This is an optimization exercise on Yosys and OpenROAD, whose aim is small area, a short achievable clock period and few clock cycles, not a production implementation.
Only simulation tests tie the RTL to the original design; equivalence was not proved.
Power and IR drop assume default switching activity.

==> job 4050: inputs <==
==> flow/design.v <==
`timescale 1ps/1ps
module Top(pts,led,out,clk,IN,wr_en,wr_a,wr_b,wr_w);
 input [2:0]pts;
 input [3:0]IN;
 input clk;
 output reg led;
 output reg [2:0]out;
 input wr_en;
 input [2:0]wr_a,wr_b;
 input [5:0]wr_w;
 reg io_sel,tk_inp,start,reset;
 reg tk_d,st_d;
 always@(posedge clk)
 begin
     io_sel<=IN[0];
     tk_inp<=IN[1];
     start<=IN[2];
     reset<=IN[3];
     tk_d<=tk_inp;
     st_d<=start;
 end
 reg [2:0]i_state,f_state;
 wire ld=tk_inp&&!tk_d;
 wire ld_src=ld&&!io_sel;
 always@(posedge clk)
 begin
     if(ld_src)
       i_state<=pts;
     if(ld&&io_sel)
       f_state<=pts;
 end
 wire [2:0]src_n=ld_src?pts:i_state;
 reg [5:0]wt[27:0];
 function integer eidx(input integer i,input integer j);
   integer lo,hi;
   begin
     lo=(i<j)?i:j;
     hi=(i<j)?j:i;
     eidx=lo*7-(lo*(lo-1))/2+(hi-lo-1);
   end
 endfunction
 genvar gi,gj;
 generate
   for(gi=0;gi<8;gi=gi+1)
   begin:wi
     for(gj=gi+1;gj<8;gj=gj+1)
     begin:wj
       always@(posedge clk)
         if(wr_en&&((wr_a==gi&&wr_b==gj)||(wr_a==gj&&wr_b==gi)))
           wt[eidx(gi,gj)]<=wr_w;
     end
   end
 endgenerate
 reg [8:0]dt[7:0];
 reg [7:0]visited;
 reg [2:0]pred[7:0];
 wire restart=wr_en||ld_src;
 wire [7:0]sel;
 generate
   for(gi=0;gi<8;gi=gi+1)
   begin:sl
     wire [7:0]ok;
     for(gj=0;gj<8;gj=gj+1)
     begin:sc
       if(gj==gi) assign ok[gj]=1'b1;
       else if(gj>gi) assign ok[gj]=visited[gj]||(dt[gi]<=dt[gj]);
       else assign ok[gj]=visited[gj]||(dt[gi]<dt[gj]);
     end
     assign sel[gi]=!visited[gi]&&(&ok);
   end
 endgenerate
 wire [2:0]p={sel[4]|sel[5]|sel[6]|sel[7],sel[2]|sel[3]|sel[6]|sel[7],sel[1]|sel[3]|sel[5]|sel[7]};
 reg [8:0]dp;
 reg [5:0]wp[7:0];
 integer u,v;
 always@(*)
 begin
     dp=9'd0;
     for(u=0;u<8;u=u+1)
       dp=dp|({9{sel[u]}}&dt[u]);
     for(v=0;v<8;v=v+1)
     begin
       wp[v]=6'd0;
       for(u=0;u<8;u=u+1)
         if(u!=v)
           wp[v]=wp[v]|({6{sel[u]}}&wt[eidx(u,v)]);
     end
 end
 integer k;
 always@(posedge clk)
 begin
     if(restart)
     begin
         visited<=8'd0;
         for(k=0;k<8;k=k+1)
           dt[k]<=(k[2:0]==src_n)?9'd0:9'h1ff;
     end
     else
     begin
         visited<=visited|sel;
         for(k=0;k<8;k=k+1)
           if(!visited[k]&&!sel[k])
           begin
             if(dp+{3'd0,wp[k]}<dt[k])
             begin
               dt[k]<=dp+{3'd0,wp[k]};
               pred[k]<=p;
             end
             else if(dp+{3'd0,wp[k]}==dt[k]&&p<pred[k])
               pred[k]<=p;
           end
     end
 end
 always@(posedge clk)
 begin
     if(IN[3]&&reset)
       led<=1'b0;
     else if(!IN[3]&&(visited[f_state]||sel[f_state]))
       led<=1'b1;
 end
 reg [2:0]cur;
 always@(posedge clk)
 begin
     if(reset)
       cur<=f_state;
     else if(start&&!st_d)
     begin
         out<=cur;
         if(cur!=i_state)
           cur<=pred[cur];
     end
 end
endmodule
==> flow/run.sh <==
#!/bin/bash
# synth_recipe.tcl (not shown) runs the flow's synth.tcl, then flattens the netlist and writes it again
# the make line also repeats each setting of config.mk as NAME=value (left out here)
make -C /OpenROAD-flow-scripts/flow DESIGN_CONFIG=/design/flow/config.mk WORK_HOME=/design/flow/orfs CLKGATE_MAP_FILE= SYNTH_SCRIPT=/design/flow/synth_recipe.tcl finish
==> flow/config.mk <==
export PLATFORM = sky130hd
export DESIGN_NAME = Top
export DESIGN_NICKNAME = Top
export VERILOG_FILES = /design/flow/design.v
export SDC_FILE = /design/flow/constraint.sdc
export NUM_CORES = 4
export LEC_CHECK = 0
export CAP_MARGIN = 20
export CORE_MARGIN = 2
export CORE_UTILIZATION = 40
export SLEW_MARGIN = 20
==> flow/constraint.sdc <==
create_clock -name core_clock -period 12.0 [get_ports {clk}]
set_input_delay 2.4000 -clock core_clock [delete_from_list [all_inputs] [get_ports {clk}]]
set_output_delay 2.4000 -clock core_clock [all_outputs]
set_load 0.01 [all_outputs]
==> job 2113 (differences from job 4050) <==
==> flow/design.v (replaced) <==
`timescale 1ps/1ps
module debouncer(in,io_sel,tk_inp,start,reset,clk);
 input [3:0]in;
 input clk;
 output reg io_sel,tk_inp,start,reset;
 always@(posedge clk)
 begin
     io_sel<=in[0];
     tk_inp<=in[1];
     start<=in[2];
     reset<=in[3];
 end
endmodule
module comparator(pts,io_sel,tk_inp,led,start,clk,out,reset,wr_en,wr_a,wr_b,wr_w);
 input clk,start,reset;
 output reg [2:0]out;
 input [2:0]pts;
 input io_sel,tk_inp;
 output reg led;
 input wr_en;
 input [2:0]wr_a,wr_b;
 input [5:0]wr_w;
 localparam SEL=2'd0, RELAX=2'd1, BACK=2'd2, DONE=2'd3;
 reg [5:0]wt[63:0];
 reg [8:0]dt[7:0];
 reg [7:0]visited;
 reg [2:0]path[7:0];
 reg [2:0]i_state,f_state,p_state;
 reg [1:0]phase;
 reg [3:0]a,cnt;
 reg [3:0]ct;
 reg [9:0]best;
 reg [2:0]best_n;
 reg found;
 reg tk_d,st_d;
 integer k;
 wire [8:0]cand = dt[p_state]+{3'd0,wt[{p_state,a[2:0]}]};
 wire [8:0]back = dt[a[2:0]]+{3'd0,wt[{a[2:0],p_state}]};
 always@(posedge clk)
 begin
     if(wr_en)
     begin
         wt[{wr_a,wr_b}]<=wr_w;
         wt[{wr_b,wr_a}]<=wr_w;
     end
 end
 always@(posedge clk)
 begin
     tk_d<=tk_inp;
     st_d<=start;
     if(tk_inp && !tk_d)
     begin
         if(io_sel==1'b0)
           i_state<=pts;
         else
           f_state<=pts;
     end
 end
 always@(posedge clk)
 begin
     if(reset==1'b1)
     begin
         phase<=SEL;
         a<=4'd0;
         cnt<=4'd0;
         ct<=4'd0;
         visited<=8'd0;
         best<=10'h3ff;
         found<=1'b0;
         led<=1'b0;
         p_state<=i_state;
         for(k=0;k<8;k=k+1)
           dt[k]<=(k[2:0]==i_state)?9'd0:9'h1ff;
     end
     else
     begin
         case(phase)
             SEL : begin
                 if(a<4'd8)
                 begin
                     if(!visited[a[2:0]] && {1'b0,dt[a[2:0]]}<best)
                     begin
                         best<={1'b0,dt[a[2:0]]};
                         best_n<=a[2:0];
                     end
                     a<=a+4'd1;
                 end
                 else
                 begin
                     p_state<=best_n;
                     visited[best_n]<=1'b1;
                     best<=10'h3ff;
                     a<=4'd0;
                     phase<=RELAX;
                 end
             end
             RELAX : begin
                 if(a<4'd8)
                 begin
                     if(!visited[a[2:0]] && cand<dt[a[2:0]])
                       dt[a[2:0]]<=cand;
                     a<=a+4'd1;
                 end
                 else
                 begin
                     a<=4'd0;
                     if(cnt==4'd7)
                     begin
                         cnt<=4'd1;
                         p_state<=f_state;
                         path[0]<=f_state;
                         phase<=BACK;
                     end
                     else
                     begin
                         cnt<=cnt+4'd1;
                         phase<=SEL;
                     end
                 end
             end
             BACK : begin
                 if(p_state==i_state)
                 begin
                     led<=1'b1;
                     phase<=DONE;
                 end
                 else if(a<4'd8)
                 begin
                     if(!found && a[2:0]!=p_state && back==dt[p_state])
                     begin
                         found<=1'b1;
                         best_n<=a[2:0];
                     end
                     a<=a+4'd1;
                 end
                 else
                 begin
                     found<=1'b0;
                     a<=4'd0;
                     p_state<=best_n;
                     path[cnt[2:0]]<=best_n;
                     cnt<=cnt+4'd1;
                 end
             end
             DONE : begin
                 if(start && !st_d)
                 begin
                     out<=path[ct[2:0]];
                     if(ct+4'd1<cnt)
                       ct<=ct+4'd1;
                 end
             end
         endcase
     end
 end
endmodule
module Top(pts,led,out,clk,IN,wr_en,wr_a,wr_b,wr_w);
 input [2:0]pts;
 input [3:0]IN;
 input clk;
 output led;
 output [2:0]out;
 input wr_en;
 input [2:0]wr_a,wr_b;
 input [5:0]wr_w;
 wire io_sel,tk_inp,start,reset;
 debouncer D1(IN,io_sel,tk_inp,start,reset,clk);
 comparator c1(pts,io_sel,tk_inp,led,start,clk,out,reset,wr_en,wr_a,wr_b,wr_w);
endmodule
==> results.txt <==
STATUS
------------------------------------------------------------------------------------------
Outcome                                                           timing/DRC/antenna clean

LOGIC SYNTHESIS
------------------------------------------------------------------------------------------
Number of cells produced by synthesis                                                2,211
Share of synthesized cell area in full adder, half adder and majority cells          22.1%

WORST SETUP PATH
------------------------------------------------------------------------------------------
R2R Path Start                                                                    dt[5][4]
Critical path buffer and inverter count                                                  3

HOLD PATH
------------------------------------------------------------------------------------------
End point of the worst hold path                                                      tk_d

POWER
------------------------------------------------------------------------------------------
Switching fraction of total power                                                    51.7%
Sequential logic power                                                             1.87 mW
Standby leakage power                                                              10.3 nW

CELLS AND AREA
------------------------------------------------------------------------------------------
Fraction of area in multi-input gates                                                53.2%
Total area of sequential cells                                                   8560 um^2
Top cell category                                                             multi-input combinational cells
Fin cells                                                                            3,005
Final net count                                                                      2,639

FLOORPLAN
------------------------------------------------------------------------------------------
Total core area                                                                56,200 um^2

ROUTING
------------------------------------------------------------------------------------------
Total vias in the final route                                                       19,600

[end of results for job 4050]
==> results.txt <==
WORST SETUP PATH
------------------------------------------------------------------------------------------
R2R Path Start                                                                     c1.a[2]

POWER
------------------------------------------------------------------------------------------
Switching fraction of total power                                                    31.6%
Sequential logic power                                                             1.49 mW
Standby leakage power                                                              7.39 nW

CELLS AND AREA
------------------------------------------------------------------------------------------
Top cell category                                                                registers
Total area of sequential cells                                                 10,800 um^2
Fin cells                                                                            2,116
Final net count                                                                      1,536
Fraction of area in multi-input gates                                                37.3%

FLOORPLAN
------------------------------------------------------------------------------------------
Total core area                                                                47,700 um^2

STATUS
------------------------------------------------------------------------------------------
Outcome                                                           timing/DRC/antenna clean

ROUTING
------------------------------------------------------------------------------------------
Total vias in the final route                                                       13,000

LOGIC SYNTHESIS
------------------------------------------------------------------------------------------
Number of cells produced by synthesis                                                1,468
Share of synthesized cell area in full adder, half adder and majority cells          3.05%

[end of results for job 2113]
Testbench counts of job 4050, summed over its fixed seeds: cycles 3,879.
Testbench counts of job 2113, summed over its fixed seeds: cycles 41,836.

afterwards: timing with drivers on the ports:
The flow's constraints put no driver on any port. The routed layouts listed below were extracted and timed again, unchanged, in two steps. Step 1 assumes that a clkbuf_16 drives the clock port and a buf_2 every other input. Step 2 moves the port delays by t, midway between the first and last clock arrival at a register: inputs arrive t later, outputs are due t later. That takes back most of the time a late clock gives input paths. a / b / c = no drivers / after step 1 / after step 2; a / b = the first two.
run	t, ns	setup WS [ns]	worst hold slack (ns)	slew at the worst register clock pin (ns)
job 4050	0.611	3.660 / 3.660 / 3.660	0.366 / 0.366 / 0.366	0.06 / 0.06
job 2113	0.631	4.058 / 4.058 / 4.058	0.365 / 0.365 / 0.365	0.07 / 0.07
After both steps every run listed still meets setup and hold.
